From an optimization exercise on the open Yosys and OpenROAD flow, aimed at small area; shortcuts taken in it are not production practice.
At most, simulation tests tie the RTL to the original design; equivalence was not proved.
Power and IR drop assume default switching activity.

==> inputs of wip/harbor <==
Design PongCore, start of the top module:
module PongCore(
	input i_clk,
	input i_rst,
	input [1:0] i_sw,
	input i_pb,
	input i_frame_tick,
	output [6:0] o_sevseg_p1d1,
	output [6:0] o_sevseg_p1d2,
	output [6:0] o_sevseg_p2d1,
	output [6:0] o_sevseg_p2d2,
	output signed [10:0] o_ball_x,
	output signed [10:0] o_ball_y,
	output signed [10:0] o_paddle1_y,
	output signed [10:0] o_paddle2_y,
	output o_finish);
	wire [2:0] w_disp1, w_disp2;
	assign o_sevseg_p1d1 = ~(7'b0111111);
	assign o_sevseg_p2d1 = ~(7'b0111111);
	BinaryToSevSeg sevseg_p1d2_inst(
		.i_bin_num(w_disp1),
		.o_sevseg(o_sevseg_p1d2));
	BinaryToSevSeg sevseg_p2d2_inst(
		.i_bin_num(w_disp2),
		.o_sevseg(o_sevseg_p2d2));
	PongStateMachine statemachine_inst(
		.i_clk(i_clk),
		.i_rst(i_rst),
		.i_sw(i_sw),
		.i_pb(i_pb),
		.i_frame_tick(i_frame_tick),
		.o_disp1(w_disp1),
		.o_disp2(w_disp2),
		.o_ball_x(o_ball_x),
		.o_ball_y(o_ball_y),
		.o_paddle1_y(o_paddle1_y),
		.o_paddle2_y(o_paddle2_y),
		.o_finish(o_finish));
endmodule
Settings: LEC_CHECK=0, CAP_MARGIN=20, CORE_MARGIN=2, CORE_UTILIZATION=40, SLEW_MARGIN=20; clock period 20.0 ns.
standard.sh (not shown) runs the stock make flow with config.mk's settings and CLKGATE_MAP_FILE= SYNTH_SCRIPT=/design/flow/synth_recipe.tcl, a recipe that flattens the netlist after the stock synthesis.
==> flow/flow/run.sh <==
#!/bin/bash
# Layout flow: the standard synthesis, then an area-oriented re-mapping of the
# combinational logic between the registers (the registers keep their names
# and cell types), then the standard ORFS layout with small port buffers and
# a small clock tree. Each tool's output goes to a log file in this folder.
set -euo pipefail
HERE=$(pwd)
LIB=$FLOW_HOME/platforms/sky130hd/lib/sky130_fd_sc_hd__tt_025C_1v80.lib
RES=$HERE/orfs/results/sky130hd/PongCore/base
YOSYS=$(command -v yosys || echo "$FLOW_HOME/../tools/install/yosys/bin/yosys")

export BUFFER_PORTS_ARGS="-buffer_cell sky130_fd_sc_hd__buf_1"
export REMOVE_ABC_BUFFERS=1
export SKIP_REPAIR_TIE_FANOUT=${SKIP_REPAIR_TIE_FANOUT:-1}
export CTS_ARGS="-sink_clustering_enable -repair_clock_nets -buf_list sky130_fd_sc_hd__clkbuf_4 -root_buf sky130_fd_sc_hd__clkbuf_4 -dont_use_dummy_load"

bash standard.sh synth > synth.log 2>&1
cp "$RES/1_2_yosys.v" "$HERE/standard_synth.v"

# re-map the logic with a few seeds of ABC's deepsyn, keep the smallest
DONT_USE=$(sed -n '/export DONT_USE_CELLS/,/^$/p' "$FLOW_HOME/platforms/sky130hd/config.mk" | tr -d '\\' | tr ' ' '\n' | grep sky130 | sed 's/^/-dont_use /' | tr '\n' ' ')
for S in 1 2 3; do
	sed "s/@SEED@/$S/; s/@TIME@/${ABC_TIME:-60}/" flow/area.abc.in > area_$S.abc
	sed "s#@LIB@#$LIB#g; s#@IN@#$HERE/standard_synth.v#; s#@OUT@#$HERE/reopt_$S.v#; s#@DONT_USE@#$DONT_USE#; s#@SCRIPT@#$HERE/area_$S.abc#" \
		flow/reopt.ys.in > reopt_$S.ys
	"$YOSYS" -l reopt_$S.log -q reopt_$S.ys > /dev/null 2>&1 &
done
wait
BEST=$(for S in 1 2 3; do echo "$(grep 'Chip area for module' reopt_$S.v.stat | awk '{print $NF}') $S"; done | sort -n | head -1 | awk '{print $2}')
echo "picked seed $BEST" > reopt_pick.log
cat reopt_*.v.stat | grep 'Chip area' >> reopt_pick.log
cp "$HERE/reopt_$BEST.v" "$RES/1_2_yosys.v"

bash standard.sh do-1_synth > synth_odb.log 2>&1
bash standard.sh > standard.log 2>&1
Other scripts of this flow, unchanged in this note and not shown: flow/flow/area.abc.in, flow/flow/reopt.ys.in
==> wip/xenon (differences from wip/harbor) <==
--- a/flow/design.v
+++ b/flow/design.v
@@ -8,22 +8,22 @@
 		else
 			o_data <= {o_data[1:0], o_data[2] ^~ o_data[1]};
 endmodule
 module BinaryToSevSeg(
 	input [2:0] i_bin_num,
 	output reg [6:0] o_sevseg);
 	always @(*)
 		case (i_bin_num)
-		3'd0: o_sevseg = ~(7'b0111111);
-		3'd1: o_sevseg = ~(7'b0000110);
-		3'd2: o_sevseg = ~(7'b1011011);
-		3'd3: o_sevseg = ~(7'b1001111);
-		3'd4: o_sevseg = ~(7'b1100110);
-		3'd5: o_sevseg = ~(7'b1101101);
+		3'b000: o_sevseg = ~(7'b0111111);
+		3'b001: o_sevseg = ~(7'b0000110);
+		3'b011: o_sevseg = ~(7'b1011011);
+		3'b111: o_sevseg = ~(7'b1001111);
+		3'b110: o_sevseg = ~(7'b1100110);
+		3'b100: o_sevseg = ~(7'b1101101);
 		default: o_sevseg = 7'bxxxxxxx;
 		endcase
 endmodule
 module PongStateMachine(
 	input i_clk,
 	input i_rst,
 	input [1:0] i_sw,
 	input i_pb,
@@ -61,53 +61,121 @@
 	assign o_ball_y = {r_by[9], r_by};
 	assign o_paddle1_y = {2'b00, r_p1, 2'b00};
 	assign o_paddle2_y = {2'b00, r_p2, 2'b00};
 	wire w_is_reset = (r_state == RESET);
 	wire w_is_incr = (r_state == INCR_SCORE);
 	wire w_clear = w_is_reset & ~r_changed;
 	wire w_inc1 = w_is_incr & r_changed & ~r_bx[10];
 	wire w_inc2 = w_is_incr & r_changed & r_bx[10];
-	wire [2:0] w_score1 = w_clear ? 3'd0 : o_disp1 + {2'b00, w_inc1};
-	wire [2:0] w_score2 = w_clear ? 3'd0 : o_disp2 + {2'b00, w_inc2};
-	wire w_game_over = (w_score1 == 3'd5) | (w_score2 == 3'd5);
+	wire [2:0] w_score1 = w_clear ? 3'b000 : (w_inc1 ? {o_disp1[1:0], ~o_disp1[2]} : o_disp1);
+	wire [2:0] w_score2 = w_clear ? 3'b000 : (w_inc2 ? {o_disp2[1:0], ~o_disp2[2]} : o_disp2);
+	wire w_game_over = (w_score1 == 3'b100) | (w_score2 == 3'b100);
 	wire w_out_l = r_bx[10] & ~r_bx[3];
 	wire w_out_r = ~r_bx[10] & r_bx[9] & r_bx[6] & r_bx[5] & r_bx[4] & r_bx[3];
 	wire w_out = w_out_l | w_out_r;
 	wire w_vy_nz = (r_vymag != 4'd0);
 	wire w_top = r_by[9] | (r_by == 10'd0);
 	wire w_bot = ~r_by[9] & (r_by[8:0] >= 9'd472);
 	wire w_wall = w_vy_nz & (r_vyneg ? w_top : w_bot);
 	wire w_zone1 = (r_bx[9:5] == 5'd0) & (r_bx[4] ^ r_bx[3]);
 	wire w_zone2 = r_bx[9] & ~r_bx[8] & ~r_bx[7] & r_bx[6] & (r_bx[5] ^ r_bx[4]) & (r_bx[4] ~^ r_bx[3]);
 	wire w_zone = r_vxneg ? w_zone1 : w_zone2;
 	wire [6:0] w_psel = r_vxneg ? r_p1 : r_p2;
-	wire signed [10:0] w_d = {r_by[9], r_by} - {2'b00, w_psel, 2'b00};
-	wire w_hit_ok = (w_d >= -11'sd5) & (w_d <= 11'sd77);
-	wire w_hit_neg = w_d[10] | (w_d[6:0] < 7'd32);
+	wire signed [7:0] w_u = r_by[9:2] - {1'b0, w_psel};
+	wire [1:0] w_r = r_by[1:0];
+	wire w_hit_ok = ((w_u >= -8'sd1) & (w_u <= 8'sd18)) |
+		((w_u == -8'sd2) & (w_r == 2'd3)) | ((w_u == 8'sd19) & ~w_r[1]);
+	wire w_hit_neg = (w_u <= 8'sd8);
 	reg [3:0] w_hit_mag;
 	always @(*)
-		case (w_d[6:0] + 7'd5)
-		7'd0, 7'd1: w_hit_mag = 4'd8;
-		7'd2, 7'd3, 7'd4, 7'd5, 7'd6: w_hit_mag = 4'd7;
-		7'd7, 7'd8, 7'd9, 7'd10, 7'd11: w_hit_mag = 4'd6;
-		7'd12, 7'd13, 7'd14, 7'd15, 7'd16: w_hit_mag = 4'd5;
-		7'd17, 7'd18, 7'd19, 7'd20, 7'd21: w_hit_mag = 4'd4;
-		7'd22, 7'd23, 7'd24, 7'd25, 7'd26: w_hit_mag = 4'd3;
-		7'd27, 7'd28, 7'd29, 7'd30, 7'd31: w_hit_mag = 4'd2;
-		7'd32, 7'd33, 7'd34, 7'd35, 7'd36: w_hit_mag = 4'd1;
-		7'd37, 7'd38, 7'd39, 7'd40, 7'd41, 7'd42, 7'd43, 7'd44, 7'd45: w_hit_mag = 4'd0;
-		7'd46, 7'd47, 7'd48, 7'd49, 7'd50: w_hit_mag = 4'd1;
-		7'd51, 7'd52, 7'd53, 7'd54, 7'd55: w_hit_mag = 4'd2;
-		7'd56, 7'd57, 7'd58, 7'd59, 7'd60: w_hit_mag = 4'd3;
-		7'd61, 7'd62, 7'd63, 7'd64, 7'd65: w_hit_mag = 4'd4;
-		7'd66, 7'd67, 7'd68, 7'd69, 7'd70: w_hit_mag = 4'd5;
-		7'd71, 7'd72, 7'd73, 7'd74, 7'd75: w_hit_mag = 4'd6;
-		7'd76, 7'd77, 7'd78, 7'd79, 7'd80: w_hit_mag = 4'd7;
-		7'd81, 7'd82: w_hit_mag = 4'd8;
+		case ({w_u[4:0], w_r})
+		7'd123: w_hit_mag = 4'd8;
+		7'd124: w_hit_mag = 4'd8;
+		7'd125: w_hit_mag = 4'd7;
+		7'd126: w_hit_mag = 4'd7;
+		7'd127: w_hit_mag = 4'd7;
+		7'd0: w_hit_mag = 4'd7;
+		7'd1: w_hit_mag = 4'd7;
+		7'd2: w_hit_mag = 4'd6;
+		7'd3: w_hit_mag = 4'd6;
+		7'd4: w_hit_mag = 4'd6;
+		7'd5: w_hit_mag = 4'd6;
+		7'd6: w_hit_mag = 4'd6;
+		7'd7: w_hit_mag = 4'd5;
+		7'd8: w_hit_mag = 4'd5;
+		7'd9: w_hit_mag = 4'd5;
+		7'd10: w_hit_mag = 4'd5;
+		7'd11: w_hit_mag = 4'd5;
+		7'd12: w_hit_mag = 4'd4;
+		7'd13: w_hit_mag = 4'd4;
+		7'd14: w_hit_mag = 4'd4;
+		7'd15: w_hit_mag = 4'd4;
+		7'd16: w_hit_mag = 4'd4;
+		7'd17: w_hit_mag = 4'd3;
+		7'd18: w_hit_mag = 4'd3;
+		7'd19: w_hit_mag = 4'd3;
+		7'd20: w_hit_mag = 4'd3;
+		7'd21: w_hit_mag = 4'd3;
+		7'd22: w_hit_mag = 4'd2;
+		7'd23: w_hit_mag = 4'd2;
+		7'd24: w_hit_mag = 4'd2;
+		7'd25: w_hit_mag = 4'd2;
+		7'd26: w_hit_mag = 4'd2;
+		7'd27: w_hit_mag = 4'd1;
+		7'd28: w_hit_mag = 4'd1;
+		7'd29: w_hit_mag = 4'd1;
+		7'd30: w_hit_mag = 4'd1;
+		7'd31: w_hit_mag = 4'd1;
+		7'd32: w_hit_mag = 4'd0;
+		7'd33: w_hit_mag = 4'd0;
+		7'd34: w_hit_mag = 4'd0;
+		7'd35: w_hit_mag = 4'd0;
+		7'd36: w_hit_mag = 4'd0;
+		7'd37: w_hit_mag = 4'd0;
+		7'd38: w_hit_mag = 4'd0;
+		7'd39: w_hit_mag = 4'd0;
+		7'd40: w_hit_mag = 4'd0;
+		7'd41: w_hit_mag = 4'd1;
+		7'd42: w_hit_mag = 4'd1;
+		7'd43: w_hit_mag = 4'd1;
+		7'd44: w_hit_mag = 4'd1;
+		7'd45: w_hit_mag = 4'd1;
+		7'd46: w_hit_mag = 4'd2;
+		7'd47: w_hit_mag = 4'd2;
+		7'd48: w_hit_mag = 4'd2;
+		7'd49: w_hit_mag = 4'd2;
+		7'd50: w_hit_mag = 4'd2;
+		7'd51: w_hit_mag = 4'd3;
+		7'd52: w_hit_mag = 4'd3;
+		7'd53: w_hit_mag = 4'd3;
+		7'd54: w_hit_mag = 4'd3;
+		7'd55: w_hit_mag = 4'd3;
+		7'd56: w_hit_mag = 4'd4;
+		7'd57: w_hit_mag = 4'd4;
+		7'd58: w_hit_mag = 4'd4;
+		7'd59: w_hit_mag = 4'd4;
+		7'd60: w_hit_mag = 4'd4;
+		7'd61: w_hit_mag = 4'd5;
+		7'd62: w_hit_mag = 4'd5;
+		7'd63: w_hit_mag = 4'd5;
+		7'd64: w_hit_mag = 4'd5;
+		7'd65: w_hit_mag = 4'd5;
+		7'd66: w_hit_mag = 4'd6;
+		7'd67: w_hit_mag = 4'd6;
+		7'd68: w_hit_mag = 4'd6;
+		7'd69: w_hit_mag = 4'd6;
+		7'd70: w_hit_mag = 4'd6;
+		7'd71: w_hit_mag = 4'd7;
+		7'd72: w_hit_mag = 4'd7;
+		7'd73: w_hit_mag = 4'd7;
+		7'd74: w_hit_mag = 4'd7;
+		7'd75: w_hit_mag = 4'd7;
+		7'd76: w_hit_mag = 4'd8;
+		7'd77: w_hit_mag = 4'd8;
 		default: w_hit_mag = 4'bxxxx;
 		endcase
 	function [6:0] paddle_move(input [6:0] p, input up);
 		reg [7:0] t;
 		integer i;
 		begin
 			t[0] = up ? (p != 7'd0) : ~(p[6] & p[5] & p[2]);
 			for (i = 0; i < 7; i = i + 1)
@@ -152,33 +220,31 @@
 		end
 	endfunction
 	always @(posedge i_clk)
 	begin
 		r_pb_q <= r_pb;
 		r_ftick_q <= r_ftick;
 		o_disp1 <= w_score1;
 		o_disp2 <= w_score2;
+		r_ftick <= i_frame_tick;
 		if (i_rst)
-		begin
 			r_pb <= 1'b0;
-			r_ftick <= 1'b0;
-		end
 		else
-		begin
 			r_pb <= i_pb;
-			r_ftick <= i_frame_tick;
-		end
 	end
 	always @(posedge i_clk)
 	begin
 		r_changed <= 1'b0;
 		if (i_rst)
 		begin
 			r_state <= RESET;
+			r_vxneg <= 1'b0;
+			r_vyneg <= 1'b0;
+			r_vymag <= 4'd0;
 			o_finish <= 1'b0;
 			r_blink_counter <= 0;
 			r_bx <= 11'd312;
 			r_by <= 10'd236;
 			r_p1 <= 7'd50;
 			r_p2 <= 7'd50;
 		end
 		else if (w_pe_pb && r_state != RESET)
--- a/flow/flow/run.sh
+++ b/flow/flow/run.sh
@@ -7,25 +7,25 @@
 HERE=$(pwd)
 LIB=$FLOW_HOME/platforms/sky130hd/lib/sky130_fd_sc_hd__tt_025C_1v80.lib
 RES=$HERE/orfs/results/sky130hd/PongCore/base
 YOSYS=$(command -v yosys || echo "$FLOW_HOME/../tools/install/yosys/bin/yosys")
 
 export BUFFER_PORTS_ARGS="-buffer_cell sky130_fd_sc_hd__buf_1"
 export REMOVE_ABC_BUFFERS=1
 export SKIP_REPAIR_TIE_FANOUT=${SKIP_REPAIR_TIE_FANOUT:-1}
-export CTS_ARGS="-sink_clustering_enable -repair_clock_nets -buf_list sky130_fd_sc_hd__clkbuf_4 -root_buf sky130_fd_sc_hd__clkbuf_4 -dont_use_dummy_load"
+export CTS_ARGS="-sink_clustering_enable -repair_clock_nets -buf_list sky130_fd_sc_hd__clkbuf_16 -root_buf sky130_fd_sc_hd__clkbuf_16 -sink_clustering_size 100 -sink_clustering_max_diameter 1000 -dont_use_dummy_load"
 
 bash standard.sh synth > synth.log 2>&1
 cp "$RES/1_2_yosys.v" "$HERE/standard_synth.v"
 
 # re-map the logic with a few seeds of ABC's deepsyn, keep the smallest
 DONT_USE=$(sed -n '/export DONT_USE_CELLS/,/^$/p' "$FLOW_HOME/platforms/sky130hd/config.mk" | tr -d '\\' | tr ' ' '\n' | grep sky130 | sed 's/^/-dont_use /' | tr '\n' ' ')
 for S in 1 2 3; do
-	sed "s/@SEED@/$S/; s/@TIME@/${ABC_TIME:-60}/" flow/area.abc.in > area_$S.abc
+	sed "s/@SEED@/$S/; s/@TIME@/10/" flow/area.abc.in > area_$S.abc
 	sed "s#@LIB@#$LIB#g; s#@IN@#$HERE/standard_synth.v#; s#@OUT@#$HERE/reopt_$S.v#; s#@DONT_USE@#$DONT_USE#; s#@SCRIPT@#$HERE/area_$S.abc#" \
 		flow/reopt.ys.in > reopt_$S.ys
 	"$YOSYS" -l reopt_$S.log -q reopt_$S.ys > /dev/null 2>&1 &
 done
 wait
 BEST=$(for S in 1 2 3; do echo "$(grep 'Chip area for module' reopt_$S.v.stat | awk '{print $NF}') $S"; done | sort -n | head -1 | awk '{print $2}')
 echo "picked seed $BEST" > reopt_pick.log
 cat reopt_*.v.stat | grep 'Chip area' >> reopt_pick.log
==> summary.txt <==
| item | wip/xenon | wip/harbor |
|---|---|---|
| Run status | complete, no violations | complete, no violations |
| Met3 routed WL | 487 um | 353 um |
| Met3 routing resource usage after global routing | 4.04% | 3.97% |
| Root Buffer Master | sky130_fd_sc_hd__clkbuf_16 | sky130_fd_sc_hd__clkbuf_4 |
| Area of the mapped netlist | 0.00360 mm2 | 0.00361 mm2 |
| Detailed-placement wirelength estimate | 6850 um | 6730 um |
| Critical path launch point | i_sw[0] | i_sw[1] |
| Pwr dens | 76.9 mW/mm2 | 58.5 mW/mm2 |
| Endpoint required time on the critical path | 20210 ps | 20330 ps |
| Final instance count without filler cells | 687 | 664 |
| Tightest slew margin relative to the limit | 38.8% | 53.8% |
| CP max-delay cell | sky130_fd_sc_hd__nor3_1 | sky130_fd_sc_hd__a41oi_1 |
| Length in cells of the worst reg-to-reg path | 16 | 13 |
| Initial standard-cell utilization of the core | 41.3% | 41.4% |
| Height of the die | 98.8 um | 99.0 um |
| Layout overhead on the synthesized area | 12.7% | 8.31% |
| Period utilisation layout | 30.5% | 28.0% |
| Clock Network Area Fraction | 5.55% | 1.73% |
| Switching power total | 0.0859 mW | 0.0650 mW |
| Beginning of the worst hold path | statemachine_inst.r_ftick | statemachine_inst.r_ftick |
For wip/harbor, only the layout was checked, not whether the RTL still works.

-- what the ideal ports hide --
The results above use ideal ports. As a check the final layouts listed here were re-extracted and re-timed, cells and wires unchanged.
Step 1 (the two cells are an assumption about what drives the block):
set clk [get_ports {i_clk}]
set_driving_cell -lib_cell sky130_fd_sc_hd__clkbuf_16 $clk
set_driving_cell -lib_cell sky130_fd_sc_hd__buf_2 [delete_from_list [all_inputs] $clk]
Step 2, shift: input delay + t, output delay - t, t = (earliest + latest rising clock arrival at the registers) / 2. This alone moves slack from input paths to output paths.
Three values: no drivers, after step 1, after step 2; two values: the first two.
run | t, ns | setup slack, ns | hold WS [ns] | worst setup path after step 2 | pins driven straight from the clock port
wip/harbor | 0.427 | 14.399 / 14.394 / 13.971 | 0.351 / 0.351 / 0.351 | input to register | 1
wip/xenon | 0.351 | 13.907 / 13.919 / 13.568 | 0.343 / 0.343 / 0.343 | input to register | 1
After both steps every run listed still meets setup and hold. For wip/harbor, which loses most, drivers alone change the setup slack by -0.005 ns; drivers and shift together by -0.428 ns.
